This is an optimization exercise on Yosys and OpenROAD, whose aim is small area and a short achievable clock period, not a production implementation. Where RTL was checked, it was by simulation tests only, not by an equivalence proof against the original. Power figures rest on the tool's default switching activity, not on a simulated workload.

==> run a <==
## fp_multiplier
module fp_multiplier (
    input         sign,
    input         clk,
    input         rst,
    input  [16:0] a,
    input  [16:0] b,
    output [17:0] out,
    output reg    overflow,
    output reg    underflow
);
export LEC_CHECK = 0
export CAP_MARGIN = 20
export CORE_MARGIN = 2
export CORE_UTILIZATION = 40
export SETUP_SLACK_MARGIN = 4.7
export SLEW_MARGIN = 20
export SYNTH_HIERARCHICAL = 1
create_clock -name core_clock -period 8.0 [get_ports {clk}]
standard.sh (not shown) runs the stock make flow with config.mk's settings and CLKGATE_MAP_FILE= SYNTH_SCRIPT=/design/flow/synth_recipe.tcl, a recipe that flattens the netlist after the stock synthesis.
==> flow/flow/run.sh <==
#!/bin/bash
# Standard layout, with a plain buffer (buf_2) on every input and output port,
# a clock tree of clkbuf_8 cells and no dummy clock loads.
set -euo pipefail
bash standard.sh "BUFFER_PORTS_ARGS=-buffer_cell sky130_fd_sc_hd__buf_2" \
  "CTS_ARGS=-sink_clustering_enable -repair_clock_nets -dont_use_dummy_load -buf_list sky130_fd_sc_hd__clkbuf_8" \
  finish > make_finish.log 2>&1
==> inputs of run b, as changes to run a <==
--- a/flow/design.v
+++ b/flow/design.v
@@ -2,14 +2,14 @@
     input         sign,
     input         clk,
     input         rst,
     input  [16:0] a,
     input  [16:0] b,
     output [17:0] out,
-    output reg    overflow,
-    output reg    underflow
+    output        overflow,
+    output        underflow
 );
   wire [17:0] xa = {sign & a[16], a};
   wire [17:0] yb = {sign & b[16], b};
   wire [8:0] neg_d, one_d, two_d;
   wire [18:0] ybz = {yb, 1'b0};
   genvar gi;
@@ -26,12 +26,15 @@
     xr <= xa; negr <= neg_d; oner <= one_d; twor <= two_d; s1 <= sign;
   end
   wire [4:0] r8sel = one_d[8] ? xa[4:0] : two_d[8] ? {xa[3:0], 1'b0} : 5'd0;
   wire [5:0] r8sum = {1'b0, r8sel ^ {5{neg_d[8]}}} + neg_d[8];
   reg [5:0] r8r;
   always @(posedge clk) r8r <= r8sum;
+  wire lz_d = (1'b1 & ~|yb[9:0]) | (~|xa[0:0] & ~|yb[8:0]) | (~|xa[1:0] & ~|yb[7:0]) | (~|xa[2:0] & ~|yb[6:0]) | (~|xa[3:0] & ~|yb[5:0]) | (~|xa[4:0] & ~|yb[4:0]) | (~|xa[5:0] & ~|yb[3:0]) | (~|xa[6:0] & ~|yb[2:0]) | (~|xa[7:0] & ~|yb[1:0]) | (~|xa[8:0] & ~|yb[0:0]) | (~|xa[9:0] & 1'b1);
+  reg lz1;
+  always @(posedge clk) lz1 <= lz_d;
   wire pp1, pp2, pp3, pp4, pp5, pp6, pp7, pp8, pp9, pp10, pp11, pp12;
   wire pp13, pp14, pp15, pp16, pp17, pp18, pp19, pp20, pp21, pp22, pp23, pp24;
   wire pp25, pp26, pp27, pp28, pp29, pp30, pp31, pp32, pp33, pp34, pp35, pp36;
   wire pp37, pp38, pp39, pp40, pp41, pp42, pp43, pp44, pp45, pp46, pp47, pp48;
   wire pp49, pp50, pp51, pp52, pp53, pp54, pp55, pp56, pp57, pp58, pp59, pp60;
   wire pp61, pp62, pp63, pp64, pp65, pp66, pp67, pp68, pp69, pp70, pp71, pp72;
@@ -441,21 +444,21 @@
   assign lP488 = lP480 & lP476;
   assign lG489 = lg459 | (lp460 & lG487);
   assign lP490 = lp460 & lP488;
   assign lG491 = lG471 | (lP472 & lG487);
   assign lP492 = lP472 & lP488;
   wire ck_w = lG491;
-  wire [9:0] lzt = {((c393 ^ s394) ~^ (c391 | s392)), ((c391 ^ s392) ~^ (c389 | s390)), ((c389 ^ s390) ~^ (c387 | s388)), ((c387 ^ s388) ~^ (c385 | s386)), ((c385 ^ s386) ~^ (c383 | s384)), ((c383 ^ s384) ~^ (c381 | s382)), ((c381 ^ s382) ~^ (s380 | pp21)), ((s380 ^ pp21) ~^ (pp2 | 1'b0)), ((pp2 ^ 1'b0) ~^ (negr[0] | pp1)), ~(negr[0] ^ pp1)};
-  wire [9:0] lot = {(c393 ^ s394), (c391 ^ s392), (c389 ^ s390), (c387 ^ s388), (c385 ^ s386), (c383 ^ s384), (c381 ^ s382), (s380 ^ pp21), (pp2 ^ 1'b0), (negr[0] ^ pp1)};
+  wire [9:0] lot = {lp462, lp460, lp458, lp456, lp454, lp452, lp450, lp448, lp446, lp444};
   wire [23:0] ha_w = {c441, c439, c437, c435, c433, c431, c429, c427, c425, c423, c421, c419, c417, c415, c413, c411, c409, c407, c405, c403, c401, c399, c397, c395};
   wire [23:0] hb_w = {s442, s440, s438, s436, s434, s432, s430, s428, s426, s424, s422, s420, s418, s416, s414, s412, s410, s408, s406, s404, s402, s400, s398, s396};
-  reg [23:0] ra, rb;
+  reg [23:0] ra;
+  reg [23:0] rb;
   reg lor, land, ck, s2, rst_d;
   always @(posedge clk) begin
     ra <= ha_w; rb <= hb_w; s2 <= s1; rst_d <= rst;
-    lor <= ~&lzt; land <= &lot; ck <= ck_w;
+    lor <= ~lz1; land <= &lot; ck <= ck_w;
   end
   assign hg493 = (ck & ck);
   assign hp494 = (ck ^ ck);
   assign hg495 = (ra[0] & rb[0]);
   assign hp496 = (ra[0] ^ rb[0]);
   assign hg497 = (ra[1] & rb[1]);
@@ -615,17 +618,20 @@
   wire [33:10] ph = {(hp542 ^ hG647), (hp540 ^ hG645), (hp538 ^ hG643), (hp536 ^ hG641), (hp534 ^ hG639), (hp532 ^ hG637), (hp530 ^ hG635), (hp528 ^ hG633), (hp526 ^ hG629), (hp524 ^ hG627), (hp522 ^ hG625), (hp520 ^ hG623), (hp518 ^ hG621), (hp516 ^ hG619), (hp514 ^ hG617), (hp512 ^ hG615), (hp510 ^ hG597), (hp508 ^ hG595), (hp506 ^ hG593), (hp504 ^ hG591), (hp502 ^ hG569), (hp500 ^ hG567), (hp498 ^ hG543), (hp496 ^ hg493)};
   wire neg = s2 & ph[33];
   wire ovf_w = neg ? ~&ph[33:25] : |ph[33:24];
   wire unf_w = neg ? ~(&ph[15:10] & land) : (|ph[15:10] | lor);
   wire clr = rst | rst_d;
   reg [17:0] out_r;
+  reg overflow_r, underflow_r;
   always @(posedge clk) begin
-    out_r     <= clr ? 18'd0 : ph[31:14];
-    overflow  <= clr ? 1'b0 : ovf_w;
-    underflow <= clr ? 1'b0 : unf_w;
+    out_r       <= clr ? 18'd0 : ph[31:14];
+    overflow_r  <= clr ? 1'b0 : ovf_w;
+    underflow_r <= clr ? 1'b0 : unf_w;
   end
+  assign overflow = overflow_r;
+  assign underflow = underflow_r;
   assign out = out_r;
 endmodule
 module fp_fa (input a, input b, input c, output s, output co);
   assign s = a ^ b ^ c;
   assign co = (a & b) | (c & (a ^ b));
 endmodule
==> flow/flow/run.sh (replaced) <==
#!/bin/bash
# Standard layout, with a plain buffer (buf_1) on every input and output port,
# a clock tree of clkbuf_8 cells and no dummy clock loads.
set -euo pipefail
bash standard.sh "BUFFER_PORTS_ARGS=-buffer_cell sky130_fd_sc_hd__buf_1" \
  "CTS_ARGS=-sink_clustering_enable -repair_clock_nets -dont_use_dummy_load -buf_list sky130_fd_sc_hd__clkbuf_8" \
  finish > make_finish.log 2>&1
SETUP_SLACK_MARGIN = 4.9   (was 4.7)
==> inputs of run c, as changes to run a <==
==> flow/run.sh (new file) <==
#!/bin/bash
# synth_recipe.tcl (not shown) runs the flow's synth.tcl, then flattens the netlist and writes it again
# the make line also repeats each setting of config.mk as NAME=value (left out here)
make -C /OpenROAD-flow-scripts/flow DESIGN_CONFIG=/design/flow/config.mk WORK_HOME=/design/flow/orfs CLKGATE_MAP_FILE= SYNTH_SCRIPT=/design/flow/synth_recipe.tcl finish
CAP_MARGIN = 0   (was 20)
SETUP_SLACK_MARGIN = 5   (was 4.7)
SLEW_MARGIN = 0   (was 20)
removed: flow/flow/run.sh
removed: flow/standard.sh
==> qor summary <==
Clock group total power: run b 0.396 mW; run a 0.402 mW; run c 0.749 mW
Status: run b timing/DRC/antenna clean; run a timing/DRC/antenna clean; run c timing/DRC/antenna clean
Maximum number of pins on one net before global-route repair: run b 21; run a 22; run c 21
Layout filler cell count: run b 2453; run a 2445; run c 2260
Layer with the highest usage: run b met2; run a met1; run c met2
Met1 layer usage reported by global route: run b 0.280; run a 0.284; run c 0.282
Routed length per placed instance: run b 19.4 um; run a 18.9 um; run c 19.2 um
Number of logic inverters in the finished layout: run b 20; run a 36; run c 36
Share of the core filled with cells in the final layout: run b 0.435; run a 0.437; run c 0.492
Dpl cells: run b 1273; run a 1279; run c 1282
Layout clock buffers: run b 17; run a 17; run c 18
Buf+Inv Stages, Crit Path: run b 2; run a 1; run c 2
Die X: run b 164 um; run a 164 um; run c 164 um

---

==> fjord <==
fp_multiplier, a different RTL version from the one above (not shown whole).
==> flow/design.v (excerpt) <==
module fp_multiplier (
    input         sign,
    input         clk,
    input         rst,
    input  [16:0] a,
    input  [16:0] b,
    output [17:0] out,
    output reg    overflow,
    output reg    underflow
);
Settings: LEC_CHECK=0, CAP_MARGIN=20, CORE_MARGIN=2, CORE_UTILIZATION=40, SETUP_SLACK_MARGIN=5, SLEW_MARGIN=20, SYNTH_HIERARCHICAL=1; clock period 8.0 ns.
run.sh (not shown) runs the stock make flow with config.mk's settings and CLKGATE_MAP_FILE= SYNTH_SCRIPT=/design/flow/synth_recipe.tcl, a recipe that flattens the netlist after the stock synthesis.
Stock flow here: none of the scripts above is used.
==> xenon (differences from fjord) <==
--- a/flow/design.v
+++ b/flow/design.v
@@ -1,16 +1,16 @@
 module fp_multiplier (
     input         sign,
     input         clk,
     input         rst,
     input  [16:0] a,
     input  [16:0] b,
     output [17:0] out,
-    output reg    overflow,
-    output reg    underflow
+    output        overflow,
+    output        underflow
 );
   wire [17:0] xa = {sign & a[16], a};
   wire [17:0] yb = {sign & b[16], b};
   wire [8:0] neg_d, one_d, two_d;
   wire [18:0] ybz = {yb, 1'b0};
   genvar gi;
   generate for (gi = 0; gi < 9; gi = gi + 1) begin : benc
@@ -25,14 +25,17 @@
   always @(posedge clk) begin
     xr <= xa; negr <= neg_d; oner <= one_d; twor <= two_d; s1 <= sign;
   end
   wire [4:0] r8sel = one_d[8] ? xa[4:0] : two_d[8] ? {xa[3:0], 1'b0} : 5'd0;
   wire [5:0] r8sum = {1'b0, r8sel ^ {5{neg_d[8]}}} + neg_d[8];
   reg [5:0] r8r;
   always @(posedge clk) r8r <= r8sum;
+  wire lz_d = (1'b1 & ~|yb[7:0]) | (~|xa[0:0] & ~|yb[6:0]) | (~|xa[1:0] & ~|yb[5:0]) | (~|xa[2:0] & ~|yb[4:0]) | (~|xa[3:0] & ~|yb[3:0]) | (~|xa[4:0] & ~|yb[2:0]) | (~|xa[5:0] & ~|yb[1:0]) | (~|xa[6:0] & ~|yb[0:0]) | (~|xa[7:0] & 1'b1);
+  reg lz1;
+  always @(posedge clk) lz1 <= lz_d;
   wire pp1, pp2, pp3, pp4, pp5, pp6, pp7, pp8, pp9, pp10, pp11, pp12;
   wire pp13, pp14, pp15, pp16, pp17, pp18, pp19, pp20, pp21, pp22, pp23, pp24;
   wire pp25, pp26, pp27, pp28, pp29, pp30, pp31, pp32, pp33, pp34, pp35, pp36;
   wire pp37, pp38, pp39, pp40, pp41, pp42, pp43, pp44, pp45, pp46, pp47, pp48;
   wire pp49, pp50, pp51, pp52, pp53, pp54, pp55, pp56, pp57, pp58, pp59, pp60;
   wire pp61, pp62, pp63, pp64, pp65, pp66, pp67, pp68, pp69, pp70, pp71, pp72;
   wire pp73, pp74, pp75, pp76, pp77, pp78, pp79, pp80, pp81, pp82, pp83, pp84;
@@ -430,23 +433,23 @@
   assign lG477 = lG463 | (lP464 & lG469);
   assign lP478 = lP464 & lP470;
   assign lG479 = lG471 | (lP472 & lG469);
   assign lP480 = lP472 & lP470;
   assign lG481 = lG473 | (lP474 & lG469);
   assign lP482 = lP474 & lP470;
   wire ck_w = lG481;
-  wire [7:0] lzt = {((c389 ^ s390) ~^ (c387 | s388)), ((c387 ^ s388) ~^ (c385 | s386)), ((c385 ^ s386) ~^ (c383 | s384)), ((c383 ^ s384) ~^ (c381 | s382)), ((c381 ^ s382) ~^ (s380 | pp21)), ((s380 ^ pp21) ~^ (pp2 | 1'b0)), ((pp2 ^ 1'b0) ~^ (negr[0] | pp1)), ~(negr[0] ^ pp1)};
-  wire [7:0] lot = {(c389 ^ s390), (c387 ^ s388), (c385 ^ s386), (c383 ^ s384), (c381 ^ s382), (s380 ^ pp21), (pp2 ^ 1'b0), (negr[0] ^ pp1)};
+  wire [7:0] lot = {lp458, lp456, lp454, lp452, lp450, lp448, lp446, lp444};
   wire [25:0] ha_w = {c441, c439, c437, c435, c433, c431, c429, c427, c425, c423, c421, c419, c417, c415, c413, c411, c409, c407, c405, c403, c401, c399, c397, c395, c393, c391};
   wire [25:0] hb_w = {s442, s440, s438, s436, s434, s432, s430, s428, s426, s424, s422, s420, s418, s416, s414, s412, s410, s408, s406, s404, s402, s400, s398, s396, s394, s392};
-  reg [25:0] ra, rb;
+  reg [25:0] ra;
+  reg [25:0] rb;
   reg lor, land, ck, s2, rst_d;
   always @(posedge clk) begin
     ra <= ha_w; rb <= hb_w; s2 <= s1; rst_d <= rst;
-    lor <= ~&lzt; land <= &lot; ck <= ck_w;
+    lor <= ~lz1; land <= &lot; ck <= ck_w;
   end
   assign hg483 = (ck & ck);
   assign hp484 = (ck ^ ck);
   assign hg485 = (ra[0] & rb[0]);
   assign hp486 = (ra[0] ^ rb[0]);
   assign hg487 = (ra[1] & rb[1]);
   assign hp488 = (ra[1] ^ rb[1]);
@@ -620,19 +623,22 @@
   assign hP656 = hP634 & hP628;
   wire [33:8] ph = {(hp536 ^ hG653), (hp534 ^ hG651), (hp532 ^ hG649), (hp530 ^ hG647), (hp528 ^ hG645), (hp526 ^ hG643), (hp524 ^ hG641), (hp522 ^ hG639), (hp520 ^ hG637), (hp518 ^ hG635), (hp516 ^ hG627), (hp514 ^ hG625), (hp512 ^ hG623), (hp510 ^ hG621), (hp508 ^ hG619), (hp506 ^ hG617), (hp504 ^ hG615), (hp502 ^ hG613), (hp500 ^ hG595), (hp498 ^ hG593), (hp496 ^ hG591), (hp494 ^ hG589), (hp492 ^ hG565), (hp490 ^ hG563), (hp488 ^ hG537), (hp486 ^ hg483)};
   wire neg = s2 & ph[33];
   wire ovf_w = neg ? ~&ph[33:25] : |ph[33:24];
   wire unf_w = neg ? ~(&ph[15:8] & land) : (|ph[15:8] | lor);
   wire clr = rst | rst_d;
   reg [17:0] out_r;
+  reg overflow_r, underflow_r;
   always @(posedge clk) begin
-    out_r     <= clr ? 18'd0 : ph[31:14];
-    overflow  <= clr ? 1'b0 : ovf_w;
-    underflow <= clr ? 1'b0 : unf_w;
+    out_r       <= clr ? 18'd0 : ph[31:14];
+    overflow_r  <= clr ? 1'b0 : ovf_w;
+    underflow_r <= clr ? 1'b0 : unf_w;
   end
+  assign overflow = overflow_r;
+  assign underflow = underflow_r;
   assign out = out_r;
 endmodule
 module fp_fa (input a, input b, input c, output s, output co);
   assign s = a ^ b ^ c;
   assign co = (a & b) | (c & (a ^ b));
 endmodule
 module fp_ha (input a, input b, output s, output co);
==> flow/flow/run.sh (new file) <==
#!/bin/bash
# Standard layout, with a plain buffer (buf_2) on every input and output port,
# a clock tree of clkbuf_8 cells and no dummy clock loads.
set -euo pipefail
bash standard.sh "BUFFER_PORTS_ARGS=-buffer_cell sky130_fd_sc_hd__buf_2" \
  "CTS_ARGS=-sink_clustering_enable -repair_clock_nets -dont_use_dummy_load -buf_list sky130_fd_sc_hd__clkbuf_8" \
  finish > make_finish.log 2>&1
==> flow/standard.sh (new file) <==
#!/bin/bash
# synth_recipe.tcl (not shown) runs the flow's synth.tcl, then flattens the netlist and writes it again
# the make line also repeats each setting of config.mk as NAME=value (left out here)
make -C /OpenROAD-flow-scripts/flow DESIGN_CONFIG=/design/flow/config.mk WORK_HOME=/design/flow/orfs CLKGATE_MAP_FILE= SYNTH_SCRIPT=/design/flow/synth_recipe.tcl "${@:-finish}"
- SETUP_SLACK_MARGIN: 5 -> 4.9
removed: flow/run.sh
==> comparison table <==
metric	xenon	fjord
R2R depth	6	7
Number of cells after detailed placement	1277	1285
Vias/cell	5.52	5.36
Routed wire length on met2	11200 um	12200 um
Post-cts sizing count	48	73
Overall via count from detail_route	7169	7527
Switching pwr	1610 uW	1790 uW
PnR worst setup slack	4.99 ns	4.99 ns
Mean instance size in the synthesized netlist	10.4 um2	10.5 um2
Path length in cells of the critical path	6	7
Critical path launch point	xr[6]$_DFF_P_	xr[4]$_DFF_P_
Max Clk Rate	333 MHz	332 MHz
Power in sequential cells	1040 uW	994 uW
Logic inverters	28	36
Multi-input gate count	725	726
Net count after synthesis	1192	1207
Global routing met2 resource utilization	0.308	0.304
Status	complete, no violations	complete, no violations
Pint	2150 uW	2600 uW
Drt wl/cell	19.8 um	19.1 um
Largest net degree at the start of global routing	21	22
No functional check of the RTL was part of any run of this note.

port drivers added, routing unchanged:
No port has a modelled driver above. Below, the same layouts with a new extraction and two added sets of constraints. Step 1: set_driving_cell puts a clkbuf_16 on clk and a buf_2 on each other input, an assumption about the parent block. Step 2 also shifts input and output timing later by t, the mid clock arrival at the registers, as if the neighbouring blocks saw the same clock. Slacks: no drivers / after step 1 / after step 2; pairs: no drivers / after step 1.
| run | t (ns) | setup WS [ns] | latest minus earliest clock arrival (ns) |
|---|---|---|---|
| run a | 0.478 | 4.841 / 4.841 / 4.841 | 0.026 / 0.026 |
| run b | 0.469 | 4.988 / 4.988 / 4.686 | 0.037 / 0.037 |
| run c | 0.464 | 4.966 / 4.966 / 4.659 | 0.017 / 0.017 |
| fjord | 0.475 | 4.985 / 4.985 / 4.681 | 0.023 / 0.023 |
| xenon | 0.474 | 4.993 / 4.993 / 4.753 | 0.025 / 0.025 |
After both steps every run listed still meets setup and hold. For run c, which loses most, drivers alone change the setup slack by 0.000 ns; drivers and shift together by -0.307 ns.
